From an optimization exercise on the open Yosys and OpenROAD flow, aimed at small area, a short achievable clock period and few clock cycles per item; shortcuts taken in it are not production practice. At most, simulation tests tie the RTL to the original design; equivalence was not proved. The RTL of runs 1 to 3 was laid out without a check of its function.

### design/flow/design.v
module matrixMultiplier(input st, rst, clk, input [7:0] data_in, output done, output [7:0] dataout);
  reg run, wt, done_r;
  reg [5:0] t;             
  reg [2:0] ph;            
  wire start = wt & ~st;
  always @(posedge clk or posedge rst)
    if (rst) begin run <= 1'b0; wt <= 1'b0; done_r <= 1'b0; end
    else begin
      wt <= wt ? st : (~run & st);
      run <= start | (run & (t != 6'd45));
      done_r <= run & (t == 6'd17);
    end
  assign done = done_r;
  always @(posedge clk) begin
    t <= start ? 6'd0 : t + 6'd1;
    ph <= start ? 3'b001 : {ph[1:0], ph[2]};    
  end
  reg [7:0] ra0,ra1,ra2,ra3,ra4,ra5,ra6,ra7,ra8;
  reg [7:0] rb0,rb1,rb2,rb3,rb4,rb5,rb6,rb7,rb8;
  wire lda = (t < 6'd9);
  wire ldb = (t >= 6'd9) & (t < 6'd18);
  always @(posedge clk) begin
    ra0 <= lda ? data_in : ra8;
    {ra8,ra7,ra6,ra5,ra4,ra3,ra2,ra1} <= {ra7,ra6,ra5,ra4,ra3,ra2,ra1,ra0};
    rb0 <= ldb ? data_in : rb8;
    {rb8,rb7,rb6,rb5,rb4,rb3,rb2,rb1} <= {rb7,rb6,rb5,rb4,rb3,rb2,rb1,rb0};
  end
  reg [2:0] sa;
  reg [4:0] sb;
  always @(posedge clk)
    case (t)
      6'd0: begin sa <= 3'd2; sb <= 5'd8; end
      6'd1: begin sa <= 3'd2; sb <= 5'd4; end
      6'd2: begin sa <= 3'd4; sb <= 5'd1; end
      6'd3: begin sa <= 3'd4; sb <= 5'd16; end
      6'd4: begin sa <= 3'd4; sb <= 5'd8; end
      6'd5: begin sa <= 3'd4; sb <= 5'd8; end
      6'd6: begin sa <= 3'd4; sb <= 5'd4; end
      6'd7: begin sa <= 3'd4; sb <= 5'd2; end
      6'd8: begin sa <= 3'd1; sb <= 5'd16; end
      6'd9: begin sa <= 3'd1; sb <= 5'd8; end
      6'd10: begin sa <= 3'd1; sb <= 5'd4; end
      6'd11: begin sa <= 3'd2; sb <= 5'd1; end
      6'd12: begin sa <= 3'd2; sb <= 5'd16; end
      6'd13: begin sa <= 3'd2; sb <= 5'd8; end
      6'd14: begin sa <= 3'd2; sb <= 5'd8; end
      6'd15: begin sa <= 3'd2; sb <= 5'd4; end
      6'd16: begin sa <= 3'd2; sb <= 5'd2; end
      6'd17: begin sa <= 3'd4; sb <= 5'd16; end
      6'd18: begin sa <= 3'd4; sb <= 5'd8; end
      6'd19: begin sa <= 3'd4; sb <= 5'd4; end
      6'd20: begin sa <= 3'd1; sb <= 5'd1; end
      6'd21: begin sa <= 3'd1; sb <= 5'd16; end
      6'd22: begin sa <= 3'd1; sb <= 5'd8; end
      6'd23: begin sa <= 3'd1; sb <= 5'd8; end
      6'd24: begin sa <= 3'd1; sb <= 5'd4; end
      6'd25: begin sa <= 3'd1; sb <= 5'd2; end
      6'd26: begin sa <= 3'd2; sb <= 5'd16; end
      6'd27: begin sa <= 3'd2; sb <= 5'd8; end
      6'd28: begin sa <= 3'd2; sb <= 5'd4; end
      6'd29: begin sa <= 3'd4; sb <= 5'd1; end
      6'd30: begin sa <= 3'd4; sb <= 5'd16; end
      6'd31: begin sa <= 3'd4; sb <= 5'd8; end
      6'd32: begin sa <= 3'd4; sb <= 5'd8; end
      6'd33: begin sa <= 3'd4; sb <= 5'd4; end
      6'd34: begin sa <= 3'd4; sb <= 5'd2; end
      6'd35: begin sa <= 3'd1; sb <= 5'd16; end
      6'd36: begin sa <= 3'd1; sb <= 5'd8; end
      6'd37: begin sa <= 3'd1; sb <= 5'd4; end
      6'd38: begin sa <= 3'd2; sb <= 5'd1; end
      6'd39: begin sa <= 3'd2; sb <= 5'd16; end
      6'd40: begin sa <= 3'd2; sb <= 5'd8; end
      6'd41: begin sa <= 3'd2; sb <= 5'd8; end
      6'd42: begin sa <= 3'd2; sb <= 5'd4; end
      6'd43: begin sa <= 3'd2; sb <= 5'd2; end
      6'd44: begin sa <= 3'd4; sb <= 5'd16; end
      6'd45: begin sa <= 3'd4; sb <= 5'd8; end
      6'd46: begin sa <= 3'd4; sb <= 5'd4; end
      6'd47: begin sa <= 3'd1; sb <= 5'd1; end
      6'd48: begin sa <= 3'd1; sb <= 5'd16; end
      6'd49: begin sa <= 3'd1; sb <= 5'd8; end
      6'd50: begin sa <= 3'd1; sb <= 5'd8; end
      6'd51: begin sa <= 3'd1; sb <= 5'd4; end
      6'd52: begin sa <= 3'd1; sb <= 5'd2; end
      6'd53: begin sa <= 3'd2; sb <= 5'd16; end
      6'd54: begin sa <= 3'd2; sb <= 5'd8; end
      6'd55: begin sa <= 3'd2; sb <= 5'd4; end
      6'd56: begin sa <= 3'd4; sb <= 5'd1; end
      6'd57: begin sa <= 3'd4; sb <= 5'd16; end
      6'd58: begin sa <= 3'd4; sb <= 5'd8; end
      6'd59: begin sa <= 3'd4; sb <= 5'd8; end
      6'd60: begin sa <= 3'd4; sb <= 5'd4; end
      6'd61: begin sa <= 3'd4; sb <= 5'd2; end
      6'd62: begin sa <= 3'd1; sb <= 5'd16; end
      6'd63: begin sa <= 3'd2; sb <= 5'd16; end
    endcase
  wire [7:0] a = ({8{sa[0]}} & ra2) | ({8{sa[1]}} & ra5) | ({8{sa[2]}} & ra8);
  wire [7:0] b = ({8{sb[0]}} & rb0) | ({8{sb[1]}} & rb1) | ({8{sb[2]}} & rb3) | ({8{sb[3]}} & rb5) | ({8{sb[4]}} & rb7);
  reg [16:0] acc;
  reg [17:0] res;
  wire first = ph[1], last = ph[0];    
  reg [15:0] p;
  always @(posedge clk) p <= a * b;
  wire [17:0] sum = (first ? 17'd0 : acc) + p;
  always @(posedge clk) begin
    acc <= sum[16:0];
    res <= last ? sum : {8'd0, res[17:8]};
  end
  assign dataout = res[7:0];
endmodule
### design/flow/run.sh
#!/bin/bash
# synth_recipe.tcl (not shown) runs the flow's synth.tcl, then flattens the netlist and writes it again
# the make line also repeats each setting of config.mk as NAME=value (left out here)
make -C /OpenROAD-flow-scripts/flow DESIGN_CONFIG=/design/flow/config.mk WORK_HOME=/design/flow/orfs CLKGATE_MAP_FILE= SYNTH_SCRIPT=/design/flow/synth_recipe.tcl finish
### design/flow/config.mk
export PLATFORM = sky130hd
export DESIGN_NAME = matrixMultiplier
export DESIGN_NICKNAME = matrixMultiplier
export VERILOG_FILES = /design/flow/design.v
export SDC_FILE = /design/flow/constraint.sdc
export NUM_CORES = 4
export LEC_CHECK = 0
export ABC_CLOCK_PERIOD_IN_PS = 3000
export CAP_MARGIN = 20
export CORE_MARGIN = 2
export CORE_UTILIZATION = 40
export SETUP_SLACK_MARGIN = 5
export SLEW_MARGIN = 20
### design/flow/constraint.sdc
create_clock -name core_clock -period 10.0 [get_ports {clk}]
set_input_delay 2.0000 -clock core_clock [delete_from_list [all_inputs] [get_ports {clk}]]
set_output_delay 2.0000 -clock core_clock [all_outputs]
set_load 0.01 [all_outputs]
==> qor.yml, run 1 <==
gp_congestion: 0.841
syn-mean-instance-area_um2: 10.5
synthFlopType: "dfxtp_1"
multi_input_area_um2: 4280
slew_viol_final: 0
synth_top_area_share_pct: 47.3
die_width_um: 154
cts_hold_buf: 0
rows: 54
regMostFlops: "res"
syn_area_um2: 8980
rsz0062_at_grt: "no"
max_freq_mhz: 206
tightest_slew_ns: 0.881
drc: 0
placed_cells: 1118
skew_ns: 0.00699
ys_seq_area_share_pct: 48.1
core_area_um2: 22000
stdcell_count: 1172
fillers: 1986
tns_ns: 0
drive_above_1_share_pct: 11.1
cts_buffers: 22
regArea_um2: 4340
vias_per_cell: 4.94
num-nets-final: 987
syn2layout_area_growth_pct: 14.8
path_class: "flip-flop to flip-flop"
grt_pass1_wl_um: 28500
dp_hpwl_um: 12600
start_util_pct: 40.9
cts_tree: "done"
synth_top_cell_by_area: "dfxtp_1"
reg_top3: "res (18), acc (17), p (16)"
drt-pass1-iter-count: 5
period_share_pct: 48.5
synth_async_sr_flop_share_pct: 1.40
port-buffer-count: 19
grt.overflow.total: 0
maxCapViolCount: 0
grt_pass1_vias: 5500
wl_per_cell_um: 14.9
status: "finished clean"
dieArea_um2: 23700
htreeDepth: 1
ant_nets: 0
clk_latency_ns: 0.49
antenna_found_initial: 0
min_period_ns: 4.85
wl_um: 17400
hold_violations: 0
hp-class: "flip-flop to flip-flop"
clk_pin_slew_ns: 0.06
diodes: 0
drtIter0Drc: 391
die_h_um: 154
grt_max_degree: 42
vias: 5795
syn_nets: 964
setup_viol: 0
yosys_warnings: 1
grtUsageTotal_pct: 14.8
largest_register_ffs: 18
root_buffer: "clkbuf_16"
ios: 20
synthCells: 855
cp-end-kind: "flip-flop"
synth_edf_count: 0
ys_ff_latch: 215
startpoint_type: "flip-flop"
synthTopCellsByArea: "dfxtp_1 (47%), ha_1 (8.5%), fa_1 (8.2%)"
yosys.cell_types.count: 64
worstPathMaxFanout: 8
slew_headroom_pct: 41.2
clk_path_buf_depth: 3
clock_sinks: 215
required_ns: 10.43
worstPathArrival_ns: 5.27
layout make-up:
type                       count  share of cell area (%)
tap                          280                    3.40
timing repair buffer          38                    3.23
clock inverter                 9                    1.06
inverter                      67                    2.44
multi-input combinational    534                    41.5
sequential                   215                    42.1
clock buffer                  29                    6.29
logic make-up (layout without fill, tap and decap cells):
family | Yosys count | count (layout) | share of synthesized area (%)
DFF | 215 | 215 | 48.1
and+or+nand+nor | 235 | 235 | 12.6
xor gates and xnor gates | 24 | 24 | 2.34
buffers and inverters | 106 | 143 | 4.82
AOI/OAI and AO/OA | 141 | 141 | 10.9
adders and majority gates | 98 | 98 | 16.8
muxes | 36 | 36 | 4.52
placed cells by master (no fill, tap or decap), types with 4 or more instances in the layout:
cell / count
inv_1: 66
xor2_1: 11
a311oi_1: 4
mux2i_1: 9
clkdlybuf4s50_1: 19
nor2_1: 76
or2_1: 17
clkbuf_8: 5
nand2b_1: 19
and3_1: 4
mux2_1: 8
a21oi_1: 44
nand3_1: 11
a222oi_1: 14
clkbuf_16: 23
nand2_1: 53
a21o_1: 9
ha_1: 60
nor3_1: 11
dfxtp_2: 5
buf_4: 19
fa_1: 37
and3_4: 4
nor2b_1: 22
xnor2_1: 13
mux2_2: 18
o21ai_1: 11
dfxtp_1: 204
o21ai_0: 15
a211oi_1: 10
o21a_1: 5
routing by layer:
metal	global-route usage, %	routed length [µm]
met2	23.6	7840
met5	0	0
met4	3.87	315
met1	20.7	8530
met3	2.76	742
cells in the mapped netlist, types with 13 or more instances:
library cell	instances
nand2_1	53
a21oi_1	44
mux2_2	18
or2_1	17
dfxtp_1	212
xnor2_1	13
a222oi_1	14
ha_1	61
inv_1	66
nor2b_1	22
clkbuf_1	27
o21ai_0	15
nand2b_1	19
fa_1	37
nor2_1	76
final timing paths:
check / startpoint / to / slack [ns] / depth (start not counted)
max: sa[2]$_DFF_P_ / p[13]$_DFF_P_ / 5.15 / 16
min: rb6[4]$_DFF_P_ / rb7[4]$_DFF_P_ / 0.32 / 0
max reg2reg: sa[2]$_DFF_P_ / p[13]$_DFF_P_ / 5.15 / 16
min reg2reg: rb6[4]$_DFF_P_ / rb7[4]$_DFF_P_ / 0.32 / 0
max in group asynchronous: rst / wt$_DFF_PP0_ / 8.20 / 2
min in group asynchronous: rst / run$_DFF_PP0_ / 1.67 / 2
stage by stage:
| step | utilization [%] | setup slack [ns] | hold WS, ns | instance area [µm²] |
|---|---|---|---|---|
| 6_report | 46.9 | 5.15 | 0.324 | 10300 |
| 3_5_place_dp | 42.6 | 4.71 | 0.312 | 9360 |
| 5_1_grt | 46.9 | 5.00 | 0.330 | 10300 |
| 2_1_floorplan | - | 5.08 | 0.310 | 8980 |
| 4_1_cts | 46.5 | 5.03 | 0.316 | 10200 |
| 3_3_place_gp | 42.6 | 4.81 | 0.310 | 9360 |
critical path: stages (launching register included):
cell      delay [ns]
dfxtp_2         0.41
a22oi_1         0.13
and2_2          0.26
or2_2           0.32
fa_1            0.49
fa_1            0.54
inv_1           0.05
fa_1            0.53
inv_1           0.05
fa_1            0.52
inv_1           0.06
ha_4            0.25
o21a_1          0.10
o31a_1          0.13
o41a_1          0.43
or4_4           0.43
o211ai_2        0.08
what timing repair did:
action / CTS / global route
pin swaps: 5 / 10
resized for setup: 11 / 13
endpoints found under the setup margin: 4 / 4
buffers inserted: 11 / 5
==> inputs of run 2 (changes only) <==
--- a/design/flow/design.v
+++ b/design/flow/design.v
@@ -96,12 +96,166 @@
     endcase
-  wire [7:0] a = ({8{sa[0]}} & ra2) | ({8{sa[1]}} & ra5) | ({8{sa[2]}} & ra8);
-  wire [7:0] b = ({8{sb[0]}} & rb0) | ({8{sb[1]}} & rb1) | ({8{sb[2]}} & rb3) | ({8{sb[3]}} & rb5) | ({8{sb[4]}} & rb7);
+  wire [7:0] ar = ({8{sa[0]}} & ra2) | ({8{sa[1]}} & ra5) | ({8{sa[2]}} & ra8);
+  wire [7:0] br = ({8{sb[0]}} & rb0) | ({8{sb[1]}} & rb1) | ({8{sb[2]}} & rb3) | ({8{sb[3]}} & rb5) | ({8{sb[4]}} & rb7);
+  wire pp0_0 = ar[0] & br[0];
+  wire pp0_1 = ar[1] & br[0];
+  wire pp0_2 = ar[2] & br[0];
+  wire pp0_3 = ar[3] & br[0];
+  wire pp0_4 = ar[4] & br[0];
+  wire pp0_5 = ar[5] & br[0];
+  wire pp0_6 = ar[6] & br[0];
+  wire pp0_7 = ar[7] & br[0];
+  wire pp1_0 = ar[0] & br[1];
+  wire pp1_1 = ar[1] & br[1];
+  wire pp1_2 = ar[2] & br[1];
+  wire pp1_3 = ar[3] & br[1];
+  wire pp1_4 = ar[4] & br[1];
+  wire pp1_5 = ar[5] & br[1];
+  wire pp1_6 = ar[6] & br[1];
+  wire pp1_7 = ar[7] & br[1];
+  wire pp2_0 = ar[0] & br[2];
+  wire pp2_1 = ar[1] & br[2];
+  wire pp2_2 = ar[2] & br[2];
+  wire pp2_3 = ar[3] & br[2];
+  wire pp2_4 = ar[4] & br[2];
+  wire pp2_5 = ar[5] & br[2];
+  wire pp2_6 = ar[6] & br[2];
+  wire pp2_7 = ar[7] & br[2];
+  wire pp3_0 = ar[0] & br[3];
+  wire pp3_1 = ar[1] & br[3];
+  wire pp3_2 = ar[2] & br[3];
+  wire pp3_3 = ar[3] & br[3];
+  wire pp3_4 = ar[4] & br[3];
+  wire pp3_5 = ar[5] & br[3];
+  wire pp3_6 = ar[6] & br[3];
+  wire pp3_7 = ar[7] & br[3];
+  wire pp4_0 = ar[0] & br[4];
+  wire pp4_1 = ar[1] & br[4];
+  wire pp4_2 = ar[2] & br[4];
+  wire pp4_3 = ar[3] & br[4];
+  wire pp4_4 = ar[4] & br[4];
+  wire pp4_5 = ar[5] & br[4];
+  wire pp4_6 = ar[6] & br[4];
+  wire pp4_7 = ar[7] & br[4];
+  wire pp5_0 = ar[0] & br[5];
+  wire pp5_1 = ar[1] & br[5];
+  wire pp5_2 = ar[2] & br[5];
+  wire pp5_3 = ar[3] & br[5];
+  wire pp5_4 = ar[4] & br[5];
+  wire pp5_5 = ar[5] & br[5];
+  wire pp5_6 = ar[6] & br[5];
+  wire pp5_7 = ar[7] & br[5];
+  wire pp6_0 = ar[0] & br[6];
+  wire pp6_1 = ar[1] & br[6];
+  wire pp6_2 = ar[2] & br[6];
+  wire pp6_3 = ar[3] & br[6];
+  wire pp6_4 = ar[4] & br[6];
+  wire pp6_5 = ar[5] & br[6];
+  wire pp6_6 = ar[6] & br[6];
+  wire pp6_7 = ar[7] & br[6];
+  wire pp7_0 = ar[0] & br[7];
+  wire pp7_1 = ar[1] & br[7];
+  wire pp7_2 = ar[2] & br[7];
+  wire pp7_3 = ar[3] & br[7];
+  wire pp7_4 = ar[4] & br[7];
+  wire pp7_5 = ar[5] & br[7];
+  wire pp7_6 = ar[6] & br[7];
+  wire pp7_7 = ar[7] & br[7];
+  wire n1 = pp0_6 ^ pp1_5;
+  wire n2 = pp0_6 & pp1_5;
+  wire n3 = pp0_7 ^ pp1_6 ^ pp2_5;
+  wire n4 = (pp0_7 & pp1_6) | (pp0_7 & pp2_5) | (pp1_6 & pp2_5);
+  wire n5 = pp3_4 ^ pp4_3;
+  wire n6 = pp3_4 & pp4_3;
+  wire n7 = pp1_7 ^ pp2_6 ^ pp3_5;
+  wire n8 = (pp1_7 & pp2_6) | (pp1_7 & pp3_5) | (pp2_6 & pp3_5);
+  wire n9 = pp4_4 ^ pp5_3;
+  wire n10 = pp4_4 & pp5_3;
+  wire n11 = pp2_7 ^ pp3_6 ^ pp4_5;
+  wire n12 = (pp2_7 & pp3_6) | (pp2_7 & pp4_5) | (pp3_6 & pp4_5);
+  wire n13 = pp0_4 ^ pp1_3;
+  wire n14 = pp0_4 & pp1_3;
+  wire n15 = pp0_5 ^ pp1_4 ^ pp2_3;
+  wire n16 = (pp0_5 & pp1_4) | (pp0_5 & pp2_3) | (pp1_4 & pp2_3);
+  wire n17 = pp3_2 ^ pp4_1;
+  wire n18 = pp3_2 & pp4_1;
+  wire n19 = pp2_4 ^ pp3_3 ^ pp4_2;
+  wire n20 = (pp2_4 & pp3_3) | (pp2_4 & pp4_2) | (pp3_3 & pp4_2);
+  wire n21 = pp5_1 ^ pp6_0 ^ n1;
+  wire n22 = (pp5_1 & pp6_0) | (pp5_1 & n1) | (pp6_0 & n1);
+  wire n23 = pp5_2 ^ pp6_1 ^ pp7_0;
+  wire n24 = (pp5_2 & pp6_1) | (pp5_2 & pp7_0) | (pp6_1 & pp7_0);
+  wire n25 = n2 ^ n3 ^ n5;
+  wire n26 = (n2 & n3) | (n2 & n5) | (n3 & n5);
+  wire n27 = pp6_2 ^ pp7_1 ^ n4;
+  wire n28 = (pp6_2 & pp7_1) | (pp6_2 & n4) | (pp7_1 & n4);
+  wire n29 = n6 ^ n7 ^ n9;
+  wire n30 = (n6 & n7) | (n6 & n9) | (n7 & n9);
+  wire n31 = pp5_4 ^ pp6_3 ^ pp7_2;
+  wire n32 = (pp5_4 & pp6_3) | (pp5_4 & pp7_2) | (pp6_3 & pp7_2);
+  wire n33 = n8 ^ n10 ^ n11;
+  wire n34 = (n8 & n10) | (n8 & n11) | (n10 & n11);
+  wire n35 = pp3_7 ^ pp4_6 ^ pp5_5;
+  wire n36 = (pp3_7 & pp4_6) | (pp3_7 & pp5_5) | (pp4_6 & pp5_5);
+  wire n37 = pp6_4 ^ pp7_3 ^ n12;
+  wire n38 = (pp6_4 & pp7_3) | (pp6_4 & n12) | (pp7_3 & n12);
+  wire n39 = pp4_7 ^ pp5_6 ^ pp6_5;
+  wire n40 = (pp4_7 & pp5_6) | (pp4_7 & pp6_5) | (pp5_6 & pp6_5);
+  wire n41 = pp0_3 ^ pp1_2;
+  wire n42 = pp0_3 & pp1_2;
+  wire n43 = pp2_2 ^ pp3_1 ^ pp4_0;
+  wire n44 = (pp2_2 & pp3_1) | (pp2_2 & pp4_0) | (pp3_1 & pp4_0);
+  wire n45 = pp5_0 ^ n14 ^ n15;
+  wire n46 = (pp5_0 & n14) | (pp5_0 & n15) | (n14 & n15);
+  wire n47 = n16 ^ n18 ^ n19;
+  wire n48 = (n16 & n18) | (n16 & n19) | (n18 & n19);
+  wire n49 = n20 ^ n22 ^ n23;
+  wire n50 = (n20 & n22) | (n20 & n23) | (n22 & n23);
+  wire n51 = n24 ^ n26 ^ n27;
+  wire n52 = (n24 & n26) | (n24 & n27) | (n26 & n27);
+  wire n53 = n28 ^ n30 ^ n31;
+  wire n54 = (n28 & n30) | (n28 & n31) | (n30 & n31);
+  wire n55 = n32 ^ n34 ^ n35;
+  wire n56 = (n32 & n34) | (n32 & n35) | (n34 & n35);
+  wire n57 = pp7_4 ^ n36 ^ n38;
+  wire n58 = (pp7_4 & n36) | (pp7_4 & n38) | (n36 & n38);
+  wire n59 = pp5_7 ^ pp6_6 ^ pp7_5;
+  wire n60 = (pp5_7 & pp6_6) | (pp5_7 & pp7_5) | (pp6_6 & pp7_5);
+  wire n61 = pp0_2 ^ pp1_1;
+  wire n62 = pp0_2 & pp1_1;
+  wire n63 = pp2_1 ^ pp3_0 ^ n41;
+  wire n64 = (pp2_1 & pp3_0) | (pp2_1 & n41) | (pp3_0 & n41);
+  wire n65 = n13 ^ n42 ^ n43;
+  wire n66 = (n13 & n42) | (n13 & n43) | (n42 & n43);
+  wire n67 = n17 ^ n44 ^ n45;
+  wire n68 = (n17 & n44) | (n17 & n45) | (n44 & n45);
+  wire n69 = n21 ^ n46 ^ n47;
+  wire n70 = (n21 & n46) | (n21 & n47) | (n46 & n47);
+  wire n71 = n25 ^ n48 ^ n49;
+  wire n72 = (n25 & n48) | (n25 & n49) | (n48 & n49);
+  wire n73 = n29 ^ n50 ^ n51;
+  wire n74 = (n29 & n50) | (n29 & n51) | (n50 & n51);
+  wire n75 = n33 ^ n52 ^ n53;
+  wire n76 = (n33 & n52) | (n33 & n53) | (n52 & n53);
+  wire n77 = n37 ^ n54 ^ n55;
+  wire n78 = (n37 & n54) | (n37 & n55) | (n54 & n55);
+  wire n79 = n39 ^ n56 ^ n57;
+  wire n80 = (n39 & n56) | (n39 & n57) | (n56 & n57);
+  wire n81 = n40 ^ n58 ^ n59;
+  wire n82 = (n40 & n58) | (n40 & n59) | (n58 & n59);
+  wire n83 = pp6_7 ^ pp7_6 ^ n60;
+  wire n84 = (pp6_7 & pp7_6) | (pp6_7 & n60) | (pp7_6 & n60);
+  reg [14:0] cs0;
+  reg [13:0] cs1;
+  always @(posedge clk) begin
+    cs0 <= {pp7_7, n82, n80, n78, n76, n74, n72, n70, n68, n66, n64, n62, pp2_0, pp0_1, pp0_0};
+    cs1 <= {n84, n83, n81, n79, n77, n75, n73, n71, n69, n67, n65, n63, n61, pp1_0};
+  end
+  wire [15:0] x0 = {1'b0, cs0[14], cs0[13], cs0[12], cs0[11], cs0[10], cs0[9], cs0[8], cs0[7], cs0[6], cs0[5], cs0[4], cs0[3], cs0[2], cs0[1], cs0[0]};
+  wire [15:0] x1 = {1'b0, cs1[13], cs1[12], cs1[11], cs1[10], cs1[9], cs1[8], cs1[7], cs1[6], cs1[5], cs1[4], cs1[3], cs1[2], cs1[1], cs1[0], 1'b0};
   reg [16:0] acc;
   reg [17:0] res;
-  wire first = ph[1], last = ph[0];    
-  reg [15:0] p;
-  always @(posedge clk) p <= a * b;
-  wire [17:0] sum = (first ? 17'd0 : acc) + p;
-  always @(posedge clk) begin
-    acc <= sum[16:0];
+  wire last = ph[0];       
+  wire [17:0] sum = acc + x0 + x1;
+  always @(posedge clk) begin
+    acc <= last ? 17'd0 : sum[16:0];
     res <= last ? sum : {8'd0, res[17:8]};
==> design/flow/flow/run.sh (new file) <==
#!/bin/bash
# Own layout flow: the standard ORFS flow (standard.sh, unchanged synthesis),
# with the port buffers made of sky130_fd_sc_hd__buf_2 instead of the default
# delay-cell buffers and a larger setup-repair margin.  Every make step writes
# its own log under orfs/logs/; make's own output goes to standard.log.
set -euo pipefail
export BUFFER_PORTS_ARGS="-buffer_cell sky130_fd_sc_hd__buf_2"
export SETUP_SLACK_MARGIN=7.0
bash standard.sh > standard.log 2>&1
==> design/flow/standard.sh (new file) <==
#!/bin/bash
# synth_recipe.tcl (not shown) runs the flow's synth.tcl, then flattens the netlist and writes it again
# the make line also repeats each setting of config.mk as NAME=value (left out here)
make -C /OpenROAD-flow-scripts/flow DESIGN_CONFIG=/design/flow/config.mk WORK_HOME=/design/flow/orfs CLKGATE_MAP_FILE= SYNTH_SCRIPT=/design/flow/synth_recipe.tcl "${@:-finish}"
--- a/design/flow/config.mk
+++ b/design/flow/config.mk
@@ -11,3 +11,5 @@
 export CORE_UTILIZATION = 40
-export SETUP_SLACK_MARGIN = 5
+export CTS_BUF_LIST = sky130_fd_sc_hd__clkbuf_8
+export CTS_CLUSTER_DIAMETER = 50
+export CTS_CLUSTER_SIZE = 16
 export SLEW_MARGIN = 20
removed: design/flow/run.sh
==> qor.yml, run 2 <==
clock_sinks: 228  # +6.0%
rows: 53  # -1.9%
slowest_stage: "fa_2"
final_cell_mix: "dfxtp_1 (213), nor2_1 (61), nand2_1 (56)"
ys_ff_latch: 228  # +6.0%
drtIter0Drc: 289  # -26%
skew_ns: 0.0241  # +0.0171 ns
max_freq_mhz: 327  # +59%
clk_path_buf_depth: 3  # unchanged
worst-path-buf-inv: 5  # +2
cp-end-kind: "flip-flop"
gp_congestion: 0.845  # +0.38%
syn_nets: 856  # -11%
rsz0062_at_grt: "yes"
largest_register_ffs: 18  # unchanged
maxCapViolCount: 0  # unchanged
path_class: "flip-flop to flip-flop"
cp.depth: 11  # -5
synth_top_family_by_area: "adder cells"
ys_seq_area_share_pct: 52.6  # +4.5 points
path_cells: "a222oi_1, inv_1, a221oi_4, buf_6, buf_6, nor2_2, fa_1, inv_2, fa_2, inv_2, fa_2"
regToRegSetupSlack_ns: 6.95  # +1.79 ns
slew_viol_final: 0  # unchanged
port-buffer-count: 19  # unchanged
grt_pass1_wl_um: 27000  # -5.2%
yosysMostFrequentCell: "dfxtp_1"
hp-start: "rb4[2]$_DFF_P_"
die_h_um: 151  # -1.5%
cts_hold_buf: 0  # unchanged
placed_cells: 1020  # -8.8%
cts_tree: "done"
htreeDepth: 1  # unchanged
tightest_slew_ns: 0.860  # -0.0217 ns
postPlaceCellArea_um2: 9000  # -3.8%
yosys.cell_types.count: 60  # -6.3%
synth-compound-area-share_pct: 8.47  # -2.4 points
reg_top3: "res (18), acc (17), cs0 (15)"
synthTopCellsByArea: "dfxtp_1 (52%), fa_1 (12%), ha_1 (4.6%)"
setup_viol: 0  # unchanged
synth_mux_area_share_pct: 5.34  # +0.82 points
fin_util_pct: 46.9  # about the same
antenna_found_initial: 0  # unchanged
r2r_end: "cs1[4]$_DFF_P_"
fin_area_um2: 9920  # -3.7%
period_share_pct: 30.5  # -18 points
wl_per_cell_um: 15.1  # +1.3%
slew_headroom_pct: 42.6  # +1.4 points
clk_latency_ns: 0.55  # +0.06 ns
synth_async_sr_flop_share_pct: 1.32  # -0.080 points
vias_per_cell: 4.84  # -2.1%
drt-pass1-iter-count: 6  # +1
root_buffer: "clkbuf_8"
syn2layout_area_growth_pct: 14.1
grtUsageTotal_pct: 15.1  # +0.30 points
worstPathArrival_ns: 3.55  # -1.72 ns
syn_area_um2: 8700  # -3.1%
clk_pin_slew_ns: 0.09  # +0.03 ns
synth_xor_area_share_pct: 1.01  # -1.3 points
synth_simple_gate_area_share_pct: 12.2  # -0.45 points
worst_r2r_path_depth: 11  # -5
start_util_pct: 41.1  # +0.24 points
wl_um: 16400  # -5.6%
synth_top_cells_by_count: "dfxtp_1 (225), nor2_1 (64), nand2_1 (57), fa_1 (50), inv_1 (49)"
required_ns: 10.49  # +0.06 ns
ant_nets: 0  # unchanged
regMostFlops: "res"
synth_top_area_share_pct: 51.8  # +4.5 points
dieArea_um2: 22900  # -3.0%
final_common_cell: "dfxtp_1"
drc: 0  # unchanged
drive_above_1_share_pct: 22.2  # +11 points
synthCells: 763  # -11%
diodes: 0  # unchanged
tns_ns: 0  # unchanged
synthFlopType: "dfxtp_1"
hold_violations: 0  # unchanged
grt_pass1_vias: 5268  # -4.2%
hp-class: "flip-flop to flip-flop"
min_period_ns: 3.05  # -1.79 ns
status: "finished clean"
die_width_um: 151  # -1.5%
worstPathMaxFanout: 7  # -1
crit_path_end: "cs1[4]$_DFF_P_"
crit_start: "sb[0]$_DFF_P_"
num-nets-final: 894  # -9.4%
synth_edf_count: 0  # unchanged
worstReg2RegStart: "sb[0]$_DFF_P_"
syn-mean-instance-area_um2: 11.4  # +8.6%
cpPeakStageDelay_ns: 0.52  # -0.02 ns
cts_buffers: 24  # +9.1%
grt.overflow.total: 0  # unchanged
dp_hpwl_um: 11900  # -5.4%
holdPathStages: 0  # unchanged
stdcell_count: 1092  # -6.8%
core_area_um2: 21200  # -3.7%
path_delay_family: "adder cells"
startpoint_type: "flip-flop"
yosys_warnings: 1  # unchanged
synth_top_cell_by_area: "dfxtp_1"
vias: 5287  # -8.8%
grt_max_degree: 46  # +9.5%
yosys.area_share.adder_pct: 16.1  # -0.64 points
ios: 20  # unchanged
run 2: cell types whose count changed after synthesis, moves of 12 or more:
cell / delta
dfxtp_1: +13
fa_1: +13
ha_1: -29
or2_1: -17
a21oi_1: -20
inv_1: -17
nor2_1: -12
run 2: how the worst min path moves through the flow:
stage                      to  slack [ns]
6_report       rb5[2]$_DFF_P_        0.33
5_1_grt        rb5[1]$_DFF_P_        0.34
4_1_cts        rb5[1]$_DFF_P_        0.32
3_5_place_dp   ra2[2]$_DFF_P_        0.31
3_3_place_gp   ra7[1]$_DFF_P_        0.31
2_1_floorplan  ra1[0]$_DFF_P_        0.31
run 2: stage by stage:
stage               hold WS [ns]  setup WS (ns)
floorplan                  0.310           6.84
global placement           0.310           6.58
detailed placement         0.312           6.50
CTS                        0.324           6.94
global route               0.337           6.78
finish                     0.326           6.95
run 2: cell families after synthesis:
logic type | count (synthesis)
AND/OR/NAND/NOR | 215
adder cells (fa/ha/maj) | 82
multiplexers | 39
buffers and inverters | 88
flip-flops | 228
XOR/XNOR | 10
AO/OA/AOI/OAI | 101
run 2: area by class of cell:
type | instances | area (µm²)
Fill cell | 1938 | 11200
Inverter | 49 | 184
Timing Repair Buffer | 51 | 362
Tap cell | 275 | 344
Clock inverter | 16 | 220
Sequential cell | 228 | 4610
Multi-Input combinational cell | 447 | 3840
Clock buffer | 26 | 358
run 2: metal layers:
layer / vias to the layer above / part of all wire (%) / GRT usage [%]
met5: - / 0 / 0
met4: 0 / 2.8 / 5.05
met3: 40 / 4.4 / 2.90
met2: 102 / 46 / 23.9
met1: 2531 / 47 / 20.7
li1: 2614 / - / -
run 2: timing repair:
action / in CTS / in global routing
setup endpoints to repair: 24 / 22
gates resized for setup: 27 / 24
buffers inserted: 23 / 7
pin swaps: 18 / 13
==> inputs of run 3 (changes only) <==
==> design/flow/run.sh (new file) <==
#!/bin/bash
# synth_recipe.tcl (not shown) runs the flow's synth.tcl, then flattens the netlist and writes it again
# the make line also repeats each setting of config.mk as NAME=value (left out here)
make -C /OpenROAD-flow-scripts/flow DESIGN_CONFIG=/design/flow/config.mk WORK_HOME=/design/flow/orfs CLKGATE_MAP_FILE= SYNTH_SCRIPT=/design/flow/synth_recipe.tcl finish
--- a/design/flow/config.mk
+++ b/design/flow/config.mk
@@ -14,2 +14,3 @@
 export CTS_CLUSTER_SIZE = 16
+export SETUP_SLACK_MARGIN = 5
 export SLEW_MARGIN = 20
removed: design/flow/flow/run.sh
removed: design/flow/standard.sh
==> qor.yml, run 3 <==
wl_um: 15800  # -4.1%
skew_ns: 0.0258  # +0.00168 ns
multi_input_area_um2: 3750  # -2.5%
synth-compound-area-share_pct: 8.47  # unchanged
clk_latency_ns: 0.54  # about the same
grtUsageTotal_pct: 14.4  # -0.69 points
yosysMostFrequentCell: "dfxtp_1"
status: "finished clean"
synth_edf_count: 0  # unchanged
r2r_end: "cs1[9]$_DFF_P_"
vias_per_cell: 4.84  # about the same
drive_above_1_share_pct: 11.8  # -10 points
post_cts_resize_count: 0  # -100%
grt_pass1_wl_um: 25700  # -4.8%
worst_path_most_repeated_cell: "fa_1"
clock_sinks: 228  # unchanged
port-buffer-count: 19  # unchanged
worstPathArrival_ns: 3.92  # +0.37 ns
slew_viol_final: 0  # unchanged
max_freq_mhz: 284  # -13%
synthCells: 763  # unchanged
wl_per_cell_um: 14.9  # -1.4%
ys_ff_latch: 228  # unchanged
required_ns: 10.40  # -0.09 ns
synthTopCellsByArea: "dfxtp_1 (52%), fa_1 (12%), ha_1 (4.6%)"
path_class: "flip-flop to flip-flop"
worstPathMaxFanout: 8  # +1
cts_hold_buf: 0  # unchanged
regArea_um2: 4580  # -0.71%
setup_viol: 0  # unchanged
syn-mean-instance-area_um2: 11.4  # unchanged
yosys.area_share.adder_pct: 16.1  # unchanged
synth_simple_gate_area_share_pct: 12.2  # unchanged
clk_path_buf_depth: 3  # unchanged
clk_pin_slew_ns: 0.09  # about the same
vias: 5137  # -2.8%
antenna_found_initial: 0  # unchanged
ant_nets: 0  # unchanged
htreeDepth: 1  # unchanged
synth_top_cell_by_area: "dfxtp_1"
post_cts_buffers: 0  # -100%
drt-pass1-iter-count: 5  # -1
maxCapViolCount: 0  # unchanged
syn_nets: 856  # unchanged
fin_area_um2: 9560  # -3.7%
synthFlopType: "dfxtp_1"
regMostFlops: "res"
num-nets-final: 867  # -3.0%
slew_headroom_pct: 28.1  # -15 points
stdcell_count: 1062  # -2.7%
syn_area_um2: 8700  # unchanged
crit_start: "sa[2]$_DFF_P_"
largest_register_ffs: 18  # unchanged
tns_ns: 0  # unchanged
syn2layout_area_growth_pct: 9.89
finalWorstSetupSlack_ns: 6.48  # -0.465 ns
cpPeakStageDelay_ns: 0.90  # +0.38 ns
tightest_slew_ns: 1.08  # +0.219 ns
synth_mux_area_share_pct: 5.34  # unchanged
core_area_um2: 21200  # unchanged
crit_path_end: "cs1[9]$_DFF_P_"
hold_violations: 0  # unchanged
die_width_um: 151  # unchanged
rows: 53  # unchanged
drtIter0Drc: 271  # -6.2%
placed_cells: 1023  # +0.29%
root_buffer: "clkbuf_8"
hp-class: "flip-flop to flip-flop"
regToRegSetupSlack_ns: 6.48  # -0.46 ns
startpoint_type: "flip-flop"
yosys_warnings: 1  # unchanged
synth_async_sr_flop_share_pct: 1.32  # unchanged
dieArea_um2: 22900  # unchanged
drc: 0  # unchanged
cp-end-kind: "flip-flop"
ys_seq_area_share_pct: 52.6  # unchanged
min_period_ns: 3.52  # +0.465 ns
slowest_stage: "a222oi_1"
worstReg2RegStart: "sa[2]$_DFF_P_"
synth_top_cells_by_count: "dfxtp_1 (225), nor2_1 (64), nand2_1 (57), fa_1 (50), inv_1 (49)"
diodes: 0  # unchanged
start_util_pct: 41.1  # unchanged
path_cells: "a222oi_1, or2_2, fa_1, fa_1, fa_1, inv_1, fa_1"
final_common_cell: "dfxtp_1"
cts_buffers: 23  # -4.2%
fillers: 1922  # -0.83%
cts_tree: "done"
yosys.cell_types.count: 60  # unchanged
rsz0062_at_grt: "no"
reg_top3: "res (18), acc (17), cs0 (15)"
postPlaceCellArea_um2: 9080  # +0.86%
synth_xor_area_share_pct: 1.01  # unchanged
gp_congestion: 0.839  # -0.69%
grt_pass1_vias: 4986  # -5.4%
dp_hpwl_um: 11700  # -1.2%
hp-start: "ra1[1]$_DFF_P_"
grt_max_degree: 46  # unchanged
pre_cts_slack_ns: 6.45  # -0.0539 ns
final_cell_mix: "dfxtp_1 (225), nor2_1 (64), nand2_1 (57)"
die_h_um: 151  # unchanged
grt.overflow.total: 0  # unchanged
synth_top_family_by_area: "adder cells"
synth_top_area_share_pct: 51.8  # unchanged
worst_r2r_path_depth: 7  # -4
ios: 20  # unchanged
period_share_pct: 35.2  # +4.6 points
[run 3: changes by cell type in the layout (fill, tap and decap cells not counted), moves of 7 or more]
| cell | previous run | this run |
|---|---|---|
| dfxtp_1 | 213 | 225 |
| inv_1 | 41 | 50 |
| buf_2 | 16 | 1 |
| buf_4 | 30 | 4 |
| clkdlybuf4s50_1 | 0 | 19 |
| inv_2 | 9 | 0 |
| dfxtp_4 | 7 | 0 |
| fa_1 | 40 | 50 |
| fa_2 | 10 | 0 |
[run 3: per-layer routing]
metal | GRT usage (%) | routed length, µm | up-vias
met3 | 2.25 | 803 | 22
met1 | 21.1 | 7740 | 2437
li1 | - | - | 2567
met2 | 22.0 | 6960 | 111
met4 | 4.21 | 269 | 0
met5 | 0 | 0 | -
[run 3: critical path: cells and delay by family (launching register included)]
| family | cells | cell delay (ns) |
|---|---|---|
| AO/OA/AOI/OAI | 1 | 0.90 |
| adder cells (fa/ha/maj) | 4 | 1.78 |
| AND/OR/NAND/NOR | 1 | 0.26 |
| buffers and inverters | 1 | 0.05 |
| flip-flops | 1 | 0.41 |
[run 3: cells by family after synthesis]
logic type / after synthesis
adders and majority gates: 82
and+or+nand+nor: 215
DFF: 228
AOI/OAI and AO/OA: 101
muxes: 39
buffers and inverters: 88
xor gates and xnor gates: 10
[run 3: cell type report]
type / count / area share, %
tap: 275 / 3.60
clock inverter: 14 / 1.53
inverter: 49 / 1.92
clock buffer: 24 / 3.45
sequential: 228 / 47.9
timing repair buffer: 25 / 2.41
multi-input combinational: 447 / 39.2
[run 3: worst min path at each step]
stage                      to  slack, ns  depth (start not counted)
5_1_grt        ra2[1]$_DFF_P_       0.33                          0
3_3_place_gp   ra5[7]$_DFF_P_       0.31                          0
4_1_cts        ra2[1]$_DFF_P_       0.32                          0
2_1_floorplan  ra1[0]$_DFF_P_       0.31                          0
6_report       ra2[1]$_DFF_P_       0.31                          0
3_5_place_dp   rb3[7]$_DFF_P_       0.31                          0
[run 3: per-stage QoR]
stage          utilization [%]  hold WS (ns)
6_report                  45.2         0.314
5_1_grt                   45.2         0.328
4_1_cts                   45.2         0.316
3_5_place_dp              42.9         0.312
3_3_place_gp              42.9         0.310
2_1_floorplan                -         0.310
==> inputs of run 4 (changes only) <==
--- a/design/flow/design.v
+++ b/design/flow/design.v
@@ -27,73 +27,70 @@
   end
-  reg [2:0] sa;
-  reg [4:0] sb;
+  reg [7:0] ar, br;
   always @(posedge clk)
     case (t)
-      6'd0: begin sa <= 3'd2; sb <= 5'd8; end
-      6'd1: begin sa <= 3'd2; sb <= 5'd4; end
-      6'd2: begin sa <= 3'd4; sb <= 5'd1; end
-      6'd3: begin sa <= 3'd4; sb <= 5'd16; end
-      6'd4: begin sa <= 3'd4; sb <= 5'd8; end
-      6'd5: begin sa <= 3'd4; sb <= 5'd8; end
-      6'd6: begin sa <= 3'd4; sb <= 5'd4; end
-      6'd7: begin sa <= 3'd4; sb <= 5'd2; end
-      6'd8: begin sa <= 3'd1; sb <= 5'd16; end
-      6'd9: begin sa <= 3'd1; sb <= 5'd8; end
-      6'd10: begin sa <= 3'd1; sb <= 5'd4; end
-      6'd11: begin sa <= 3'd2; sb <= 5'd1; end
-      6'd12: begin sa <= 3'd2; sb <= 5'd16; end
-      6'd13: begin sa <= 3'd2; sb <= 5'd8; end
-      6'd14: begin sa <= 3'd2; sb <= 5'd8; end
-      6'd15: begin sa <= 3'd2; sb <= 5'd4; end
-      6'd16: begin sa <= 3'd2; sb <= 5'd2; end
-      6'd17: begin sa <= 3'd4; sb <= 5'd16; end
-      6'd18: begin sa <= 3'd4; sb <= 5'd8; end
-      6'd19: begin sa <= 3'd4; sb <= 5'd4; end
-      6'd20: begin sa <= 3'd1; sb <= 5'd1; end
-      6'd21: begin sa <= 3'd1; sb <= 5'd16; end
-      6'd22: begin sa <= 3'd1; sb <= 5'd8; end
-      6'd23: begin sa <= 3'd1; sb <= 5'd8; end
-      6'd24: begin sa <= 3'd1; sb <= 5'd4; end
-      6'd25: begin sa <= 3'd1; sb <= 5'd2; end
-      6'd26: begin sa <= 3'd2; sb <= 5'd16; end
-      6'd27: begin sa <= 3'd2; sb <= 5'd8; end
-      6'd28: begin sa <= 3'd2; sb <= 5'd4; end
-      6'd29: begin sa <= 3'd4; sb <= 5'd1; end
-      6'd30: begin sa <= 3'd4; sb <= 5'd16; end
-      6'd31: begin sa <= 3'd4; sb <= 5'd8; end
-      6'd32: begin sa <= 3'd4; sb <= 5'd8; end
-      6'd33: begin sa <= 3'd4; sb <= 5'd4; end
-      6'd34: begin sa <= 3'd4; sb <= 5'd2; end
-      6'd35: begin sa <= 3'd1; sb <= 5'd16; end
-      6'd36: begin sa <= 3'd1; sb <= 5'd8; end
-      6'd37: begin sa <= 3'd1; sb <= 5'd4; end
-      6'd38: begin sa <= 3'd2; sb <= 5'd1; end
-      6'd39: begin sa <= 3'd2; sb <= 5'd16; end
-      6'd40: begin sa <= 3'd2; sb <= 5'd8; end
-      6'd41: begin sa <= 3'd2; sb <= 5'd8; end
-      6'd42: begin sa <= 3'd2; sb <= 5'd4; end
-      6'd43: begin sa <= 3'd2; sb <= 5'd2; end
-      6'd44: begin sa <= 3'd4; sb <= 5'd16; end
-      6'd45: begin sa <= 3'd4; sb <= 5'd8; end
-      6'd46: begin sa <= 3'd4; sb <= 5'd4; end
-      6'd47: begin sa <= 3'd1; sb <= 5'd1; end
-      6'd48: begin sa <= 3'd1; sb <= 5'd16; end
-      6'd49: begin sa <= 3'd1; sb <= 5'd8; end
-      6'd50: begin sa <= 3'd1; sb <= 5'd8; end
-      6'd51: begin sa <= 3'd1; sb <= 5'd4; end
-      6'd52: begin sa <= 3'd1; sb <= 5'd2; end
-      6'd53: begin sa <= 3'd2; sb <= 5'd16; end
-      6'd54: begin sa <= 3'd2; sb <= 5'd8; end
-      6'd55: begin sa <= 3'd2; sb <= 5'd4; end
-      6'd56: begin sa <= 3'd4; sb <= 5'd1; end
-      6'd57: begin sa <= 3'd4; sb <= 5'd16; end
-      6'd58: begin sa <= 3'd4; sb <= 5'd8; end
-      6'd59: begin sa <= 3'd4; sb <= 5'd8; end
-      6'd60: begin sa <= 3'd4; sb <= 5'd4; end
-      6'd61: begin sa <= 3'd4; sb <= 5'd2; end
-      6'd62: begin sa <= 3'd1; sb <= 5'd16; end
-      6'd63: begin sa <= 3'd2; sb <= 5'd16; end
+      6'd0: begin ar <= ra4; br <= rb4; end
+      6'd1: begin ar <= ra4; br <= rb2; end
+      6'd2: begin ar <= ra7; br <= rb8; end
+      6'd3: begin ar <= ra7; br <= rb6; end
+      6'd4: begin ar <= ra7; br <= rb4; end
+      6'd5: begin ar <= ra7; br <= rb4; end
+      6'd6: begin ar <= ra7; br <= rb2; end
+      6'd7: begin ar <= ra7; br <= rb0; end
+      6'd8: begin ar <= ra1; br <= rb6; end
+      6'd9: begin ar <= ra1; br <= rb4; end
+      6'd10: begin ar <= ra1; br <= rb2; end
+      6'd11: begin ar <= ra4; br <= rb8; end
+      6'd12: begin ar <= ra4; br <= rb6; end
+      6'd13: begin ar <= ra4; br <= rb4; end
+      6'd14: begin ar <= ra4; br <= rb4; end
+      6'd15: begin ar <= ra4; br <= rb2; end
+      6'd16: begin ar <= ra4; br <= rb0; end
+      6'd17: begin ar <= ra7; br <= rb6; end
+      6'd18: begin ar <= ra7; br <= rb4; end
+      6'd19: begin ar <= ra7; br <= rb2; end
+      6'd20: begin ar <= ra1; br <= rb8; end
+      6'd21: begin ar <= ra1; br <= rb6; end
+      6'd22: begin ar <= ra1; br <= rb4; end
+      6'd23: begin ar <= ra1; br <= rb4; end
+      6'd24: begin ar <= ra1; br <= rb2; end
+      6'd25: begin ar <= ra1; br <= rb0; end
+      6'd26: begin ar <= ra4; br <= rb6; end
+      6'd27: begin ar <= ra4; br <= rb4; end
+      6'd28: begin ar <= ra4; br <= rb2; end
+      6'd29: begin ar <= ra7; br <= rb8; end
+      6'd30: begin ar <= ra7; br <= rb6; end
+      6'd31: begin ar <= ra7; br <= rb4; end
+      6'd32: begin ar <= ra7; br <= rb4; end
+      6'd33: begin ar <= ra7; br <= rb2; end
+      6'd34: begin ar <= ra7; br <= rb0; end
+      6'd35: begin ar <= ra1; br <= rb6; end
+      6'd36: begin ar <= ra1; br <= rb4; end
+      6'd37: begin ar <= ra1; br <= rb2; end
+      6'd38: begin ar <= ra4; br <= rb8; end
+      6'd39: begin ar <= ra4; br <= rb6; end
+      6'd40: begin ar <= ra4; br <= rb4; end
+      6'd41: begin ar <= ra4; br <= rb4; end
+      6'd42: begin ar <= ra4; br <= rb2; end
+      6'd43: begin ar <= ra4; br <= rb0; end
+      6'd44: begin ar <= ra7; br <= rb6; end
+      6'd45: begin ar <= ra7; br <= rb4; end
+      6'd46: begin ar <= ra7; br <= rb2; end
+      6'd47: begin ar <= ra1; br <= rb8; end
+      6'd48: begin ar <= ra1; br <= rb6; end
+      6'd49: begin ar <= ra1; br <= rb4; end
+      6'd50: begin ar <= ra1; br <= rb4; end
+      6'd51: begin ar <= ra1; br <= rb2; end
+      6'd52: begin ar <= ra1; br <= rb0; end
+      6'd53: begin ar <= ra4; br <= rb6; end
+      6'd54: begin ar <= ra4; br <= rb4; end
+      6'd55: begin ar <= ra4; br <= rb2; end
+      6'd56: begin ar <= ra7; br <= rb8; end
+      6'd57: begin ar <= ra7; br <= rb6; end
+      6'd58: begin ar <= ra7; br <= rb4; end
+      6'd59: begin ar <= ra7; br <= rb4; end
+      6'd60: begin ar <= ra7; br <= rb2; end
+      6'd61: begin ar <= ra7; br <= rb0; end
+      6'd62: begin ar <= ra1; br <= rb6; end
+      6'd63: begin ar <= ra1; br <= rb4; end
     endcase
-  wire [7:0] ar = ({8{sa[0]}} & ra2) | ({8{sa[1]}} & ra5) | ({8{sa[2]}} & ra8);
-  wire [7:0] br = ({8{sb[0]}} & rb0) | ({8{sb[1]}} & rb1) | ({8{sb[2]}} & rb3) | ({8{sb[3]}} & rb5) | ({8{sb[4]}} & rb7);
   wire pp0_0 = ar[0] & br[0];
==> design/flow/flow/run.sh (new file) <==
#!/bin/bash
# Own layout flow: the standard ORFS flow (standard.sh, unchanged synthesis),
# with the port buffers made of sky130_fd_sc_hd__buf_2 instead of the default
# delay-cell buffers and a larger setup-repair margin.  Every make step writes
# its own log under orfs/logs/; make's own output goes to standard.log.
set -euo pipefail
export BUFFER_PORTS_ARGS="-buffer_cell sky130_fd_sc_hd__buf_2"
export SETUP_SLACK_MARGIN=6.6
bash standard.sh > standard.log 2>&1
==> design/flow/standard.sh (new file) <==
#!/bin/bash
# synth_recipe.tcl (not shown) runs the flow's synth.tcl, then flattens the netlist and writes it again
# the make line also repeats each setting of config.mk as NAME=value (left out here)
make -C /OpenROAD-flow-scripts/flow DESIGN_CONFIG=/design/flow/config.mk WORK_HOME=/design/flow/orfs CLKGATE_MAP_FILE= SYNTH_SCRIPT=/design/flow/synth_recipe.tcl "${@:-finish}"
--- a/design/flow/config.mk
+++ b/design/flow/config.mk
@@ -14,3 +14,2 @@
 export CTS_CLUSTER_SIZE = 16
-export SETUP_SLACK_MARGIN = 5
 export SLEW_MARGIN = 20
removed: design/flow/run.sh
==> qor.yml, run 4 <==
status: "finished clean"
cts_buffers: 24  # +4.3%
syn_area_um2: 8890  # +2.2%
r2r_end: "br[2]$_DFF_P_"
hp-class: "flip-flop to flip-flop"
holdPathEnd: "rb4[0]$_DFF_P_"
ys_seq_area_share_pct: 53.3  # +0.65 points
antenna_found_initial: 1  # +1
yosysMostFrequentCell: "dfxtp_1"
ant_nets: 0  # unchanged
reg_top3: "res (18), acc (17), cs0 (15)"
die_h_um: 153  # +1.1%
clk_latency_ns: 0.56  # +0.02 ns
fillers: 2082  # +8.3%
rows: 54  # +1.9%
wl_per_cell_um: 15.2  # +2.1%
num-nets-final: 866  # -0.12%
drt-pass1-iter-count: 7  # +2
path_class: "flip-flop to flip-flop"
ys_ff_latch: 236  # +3.5%
synth_edf_count: 0  # unchanged
regToRegSetupSlack_ns: 6.79  # +0.31 ns
post_cts_buffers: 0  # unchanged
synth_async_sr_flop_share_pct: 1.27  # -0.045 points
maxCapViolCount: 0  # unchanged
ios: 20  # unchanged
syn2layout_area_growth_pct: 8.74
root_buffer: "clkbuf_8"
slew_headroom_pct: 31.1  # +3.0 points
worstPathMaxFanout: 26  # +18
final_common_cell: "dfxtp_1"
wl_um: 16200  # +2.9%
worstPathArrival_ns: 3.69  # -0.23 ns
required_ns: 10.49  # +0.09 ns
rsz0062_at_grt: "no"
vias_per_cell: 4.88  # +0.97%
grtUsageTotal_pct: 14.2  # -0.16 points
min_period_ns: 3.21  # -0.310 ns
cts_tree: "done"
cp-end-kind: "flip-flop"
startpoint_type: "flip-flop"
worst_r2r_path_depth: 7  # unchanged
drc: 0  # unchanged
core_area_um2: 21800  # +3.2%
synth_top_cells_by_count: "dfxtp_1 (233), nand2_1 (71), inv_1 (52), fa_1 (50), and2_1 (47)"
largest_register_ffs: 18  # unchanged
drive_above_1_share_pct: 12.9  # +1.1 points
tightest_slew_ns: 1.03  # -0.0467 ns
slew_viol_final: 0  # unchanged
postPlaceCellArea_um2: 9160  # +0.83%
hold_violations: 0  # unchanged
clk_path_buf_depth: 3  # unchanged
regMostFlops: "res"
htreeDepth: 1  # unchanged
syn_nets: 852  # -0.47%
diodes: 0  # unchanged
max_freq_mhz: 312  # +9.7%
final_cell_mix: "dfxtp_1 (231), nand2_1 (71), inv_1 (55)"
fin_area_um2: 9670  # +1.2%
die_width_um: 153  # +1.1%
hold_slack_ns: 0.312  # -0.00197 ns
hp-start: "rb3[0]$_DFF_P_"
port-buffer-count: 19  # unchanged
cts_hold_buf: 0  # unchanged
yosys.cell_types.count: 64  # +6.7%
grt_max_degree: 37  # -20%
finalWorstSetupSlack_ns: 6.79  # +0.310 ns
clock_sinks: 236  # +3.5%
grt_pass1_vias: 5343  # +7.2%
vias: 5231  # +1.8%
synthFlopType: "dfxtp_1"
post_cts_resize_count: 0  # unchanged
gp_congestion: 0.902  # +7.6%
grt.overflow.total: 0  # unchanged
pre_cts_slack_ns: 6.70  # +0.247 ns
synthTopCellsByArea: "dfxtp_1 (52%), fa_1 (11%), ha_1 (3.9%)"
dieArea_um2: 23400  # +2.2%
start_util_pct: 40.8  # -0.37 points
tns_ns: 0  # unchanged
drtIter0Drc: 488  # +80%
synth_top_area_share_pct: 52.4  # +0.67 points
yosys_warnings: 1  # unchanged
holdPathStages: 0  # unchanged
dp_hpwl_um: 11500  # -2.4%
synth_top_cell_by_area: "dfxtp_1"
clk_pin_slew_ns: 0.10  # about the same
worstReg2RegStart: "t[4]$_SDFF_PP0_"
period_share_pct: 32.1  # -3.1 points
syn-mean-instance-area_um2: 11.7  # +2.2%
skew_ns: 0.0443  # +0.0186 ns
synthCells: 763  # unchanged
setup_viol: 0  # unchanged
grt_pass1_wl_um: 27400  # +6.7%
[run 4: changes by cell type in the layout (fill, tap and decap cells not counted), sizes merged, moves of 6 or more]
cell           change
nor2b              -7
a211oi             +6
or2               -11
buf               +15
nand2b             -8
nand4              -6
dfxtp              +8
a21oi             -17
nand2             +14
clkdlybuf4s50     -19
and2              +38
nor2              -30
[run 4: worst max-delay path by stage]
| stage | slack, ns | to | start |
|---|---|---|---|
| final | 6.79 | br[2]$_DFF_P_ | t[4]$_SDFF_PP0_ |
| after global routing | 6.65 | br[2]$_DFF_P_ | t[4]$_SDFF_PP0_ |
| after CTS | 6.69 | br[2]$_DFF_P_ | t[3]$_SDFF_PP0_ |
| after detailed placement | 6.70 | br[2]$_DFF_P_ | t[3]$_SDFF_PP0_ |
| after global placement | 6.74 | br[2]$_DFF_P_ | t[3]$_SDFF_PP0_ |
| after floorplan | 7.22 | acc[13]$_SDFF_PP0_ | cs0[1]$_DFF_P_ |
[run 4: logic make-up (layout without fill, tap and decap cells)]
logic type               count (synthesis)  count (layout)  share of synthesized area (%)
buffers and inverters                   84             112                           4.36
multiplexers                            29              29                           3.63
AO/OA/AOI/OAI                          102             102                           9.50
AND/OR/NAND/NOR                        219             219                           12.6
flip-flops                             236             236                           53.3
XOR/XNOR                                15              15                           1.48
adder cells (fa/ha/maj)                 78              78                           15.2
[run 4: metrics by stage]
stage                     std cells  utilization (%)
after floorplan                 763                -
after global placement         1031             42.0
after detailed placement       1031             42.0
after CTS                      1071             44.3
after global routing           1071             44.3
final                          1071             44.3
[run 4: per-layer routing]
layer / up-vias / part of all wire [%] / track usage, %
met5: - / 0.080 / 0
met4: 2 / 3.4 / 5.29
met3: 48 / 4.3 / 2.47
met2: 122 / 44 / 22.1
met1: 2485 / 49 / 19.9
li1: 2574 / - / -
[run 4: worst max-delay path, stage by stage (launching register included)]
cell	delay (ns)
dfxtp_1	0.88
or2_1	0.35
o32ai_1	0.14
a32oi_1	0.23
o211ai_1	0.42
or3_1	0.65
and2_4	0.27
a211oi_2	0.22
[run 4: cell type report]
cell class | instances | area [µm²] | area share [%]
multi-input cells | 443 | 3770 | 39.0
flip-flops and latches | 236 | 4740 | 49.0
clock inverters | 14 | 156 | 1.62
inverters | 52 | 195 | 2.02
repair buffers | 20 | 103 | 1.06
clock buffers | 26 | 358 | 3.70
well taps | 280 | 350 | 3.62
Testbench counts of run 4, summed over its fixed seeds: cycles 7,680, items 160.
==> inputs of run 5 (changes only) <==
--- a/design/flow/flow/run.sh
+++ b/design/flow/flow/run.sh
@@ -7,3 +7,3 @@
 export BUFFER_PORTS_ARGS="-buffer_cell sky130_fd_sc_hd__buf_2"
-export SETUP_SLACK_MARGIN=6.6
+export SETUP_SLACK_MARGIN=7.0
 bash standard.sh > standard.log 2>&1
==> qor.yml, run 5 <==
worst-path-buf-inv: 1  # +1
fin_util_pct: 44.9  # +0.58 points
syn_nets: 852  # unchanged
reg_top3: "res (18), acc (17), cs0 (15)"
path_delay_family: "flip-flops"
min_period_ns: 3.01  # -0.199 ns
cp-end-kind: "primary output"
rows: 54  # unchanged
synth_top_area_share_pct: 52.4  # unchanged
syn2layout_area_growth_pct: 10.2
worstPathArrival_ns: 1.01  # -2.68 ns
clk_pin_slew_ns: 0.10  # about the same
syn-mean-instance-area_um2: 11.7  # unchanged
fillers: 2073  # -0.43%
vias: 5287  # +1.1%
synthTopCellsByArea: "dfxtp_1 (52%), fa_1 (11%), ha_1 (3.9%)"
tns_ns: 0  # unchanged
final_common_cell: "dfxtp_1"
synth_top_cells_by_count: "dfxtp_1 (233), nand2_1 (71), inv_1 (52), fa_1 (50), and2_1 (47)"
gp_congestion: 0.902  # unchanged
start_util_pct: 40.8  # unchanged
rsz0062_at_grt: "yes"
worstPathMaxFanout: 1  # -96%
grt_max_degree: 37  # unchanged
syn_area_um2: 8890  # unchanged
vias_per_cell: 4.91  # +0.51%
multi_input_area_um2: 3830  # +1.6%
clk_path_buf_depth: 3  # unchanged
ios: 20  # unchanged
grtUsageTotal_pct: 14.2  # about the same
slew_headroom_pct: 29.5  # -1.5 points
root_buffer: "clkbuf_8"
path_class: "flip-flop to primary output"
wl_um: 16400  # +0.77%
slew_viol_final: 0  # unchanged
wl_per_cell_um: 15.2  # +0.21%
cpPeakStageDelay_ns: 0.36  # -0.52 ns
synth_edf_count: 0  # unchanged
cts_tree: "done"
drive_above_1_share_pct: 16.4  # +3.5 points
cts_buffers: 24  # unchanged
required_ns: 8.00  # -2.49 ns
status: "finished clean"
dieArea_um2: 23400  # unchanged
skew_ns: 0.0428  # -0.00153 ns
tightest_slew_ns: 1.05  # +0.0227 ns
synthFlopType: "dfxtp_1"
final_cell_mix: "dfxtp_1 (223), nand2_1 (70), inv_1 (52)"
startpoint_type: "flip-flop"
synthCells: 763  # unchanged
maxCapViolCount: 0  # unchanged
synth_async_sr_flop_share_pct: 1.27  # unchanged
ys_ff_latch: 236  # unchanged
placed_cells: 1031  # unchanged
setup_viol: 0  # unchanged
fin_area_um2: 9800  # +1.3%
hp-class: "flip-flop to flip-flop"
drtIter0Drc: 420  # -14%
max_freq_mhz: 332  # +6.6%
ant_nets: 0  # unchanged
antenna_found_initial: 1  # unchanged
grt_pass1_vias: 5342  # -0.019%
clock_sinks: 236  # unchanged
period_share_pct: 30.1  # -2.0 points
grt_pass1_wl_um: 27400  # about the same
diodes: 0  # unchanged
hold_violations: 0  # unchanged
largest_register_ffs: 18  # unchanged
postPlaceCellArea_um2: 9160  # unchanged
finalWorstSetupSlack_ns: 6.99  # +0.199 ns
yosys.cell_types.count: 64  # unchanged
yosys_warnings: 1  # unchanged
htreeDepth: 1  # unchanged
synth_top_cell_by_area: "dfxtp_1"
regMostFlops: "res"
yosysMostFrequentCell: "dfxtp_1"
regArea_um2: 4750  # +0.21%
grt.overflow.total: 0  # unchanged
port-buffer-count: 19  # unchanged
core_area_um2: 21800  # unchanged
dp_hpwl_um: 11500  # unchanged
slowest_stage: "dfrtp_1"
ys_seq_area_share_pct: 53.3  # unchanged
die_h_um: 153  # unchanged
drt-pass1-iter-count: 8  # +1
pre_cts_slack_ns: 6.70  # unchanged
path_cells: "buf_2"
die_width_um: 153  # unchanged
clk_latency_ns: 0.56  # about the same
stdcell_count: 1077  # +0.56%
drc: 0  # unchanged
cts_hold_buf: 0  # unchanged
num-nets-final: 872  # +0.69%
run 5: changes by cell type in the layout (fill, tap and decap cells not counted), moves of 2 or more:
| cell | change |
|---|---|
| nor3_2 | +2 |
| buf_6 | +2 |
| nor3_1 | -2 |
| inv_2 | +3 |
| inv_1 | -3 |
| buf_2 | -2 |
| dfxtp_1 | -8 |
| buf_4 | +6 |
| dfxtp_2 | +8 |
run 5: path summary, 6_finish.rpt:
check | start | slack (ns) | cells past startpoint | to
min reg2reg | rb3[0]$_DFF_P_ | 0.31 | 0 | rb4[0]$_DFF_P_
max reg2reg | cs1[0]$_DFF_P_ | 7.08 | 13 | acc[13]$_SDFF_PP0_
min | rb3[0]$_DFF_P_ | 0.31 | 0 | rb4[0]$_DFF_P_
max | done_r$_DFF_PP0_ | 6.99 | 1 | done
min in group asynchronous | rst | 1.33 | 2 | done_r$_DFF_PP0_
max in group asynchronous | rst | 8.54 | 2 | run$_DFF_PP0_
run 5: layer usage:
layer | part of all wire [%] | GRT usage [%] | up-vias
met5 | 0.079 | 0 | -
met4 | 3.3 | 5.29 | 2
met3 | 4.1 | 2.47 | 44
met2 | 44 | 22.1 | 127
met1 | 48 | 19.9 | 2524
li1 | - | - | 2590
run 5: repair_timing:
action / in CTS / in global routing
buffers inserted: 0 / 6
resized for setup: 5 / 25
pin swaps: 1 / 12
endpoints found under the hold margin: 0 / 0
cloned: 0 / 0
setup endpoints to repair: 19 / 33
run 5: metrics by stage:
step	hold WS, ns
final	0.313
after global routing	0.327
after CTS	0.315
after detailed placement	0.312
after global placement	0.310
after floorplan	0.310
run 5: final cells by class:
class / count / area share, %
multi-input cells: 443 / 39.1
well taps: 280 / 3.58
flip-flops and latches: 236 / 48.5
clock inverters: 14 / 1.60
inverters: 52 / 1.99
repair buffers: 26 / 1.63
clock buffers: 26 / 3.65
run 5: cells by family (layout without fill, tap and decap cells):
| group | Yosys count | in the layout | synth area share, % |
|---|---|---|---|
| and+or+nand+nor | 219 | 219 | 12.6 |
| xor gates and xnor gates | 15 | 15 | 1.48 |
| adders and majority gates | 78 | 78 | 15.2 |
| buffers and inverters | 84 | 118 | 4.36 |
| AOI/OAI and AO/OA | 102 | 102 | 9.50 |
| DFF | 236 | 236 | 53.3 |
| muxes | 29 | 29 | 3.63 |

## port drivers added, routing unchanged
How much do the figures lean on ideal ports? The routed layouts below were timed once more, with nothing changed but the port constraints. Step 1 sets driving cells, clkbuf_16 on the clock port and buf_2 on the other inputs (assumed; they add their load-dependent delay and slew). Step 2 adds t to the input delays and takes it off the output delays; t is the mean of the earliest and latest rising clock arrival at the registers after step 1. Input paths then give back, and output paths get back, about the clock's delay inside the block. Three values: ideal ports, drivers, drivers and shift; two values: the first two.
run	shift t [ns]	setup WS [ns]	hold slack, ns	worst setup path at the end	latest minus earliest clock arrival (ns)
run 1	0.536	5.152 / 5.152 / 5.152	0.324 / 0.324 / 0.324	register to register	0.007 / 0.007
run 2	0.579	6.945 / 6.923 / 6.945	0.326 / 0.326 / 0.326	register to register	0.026 / 0.027
run 3	0.565	6.481 / 6.481 / 6.481	0.314 / 0.314 / 0.314	register to register	0.029 / 0.029
run 4	0.578	6.791 / 6.791 / 6.791	0.312 / 0.312 / 0.312	register to register	0.047 / 0.047
run 5	0.577	6.990 / 6.949 / 7.078	0.313 / 0.313 / 0.313	register to register	0.046 / 0.046
After both steps setup and hold are still met in every run listed.
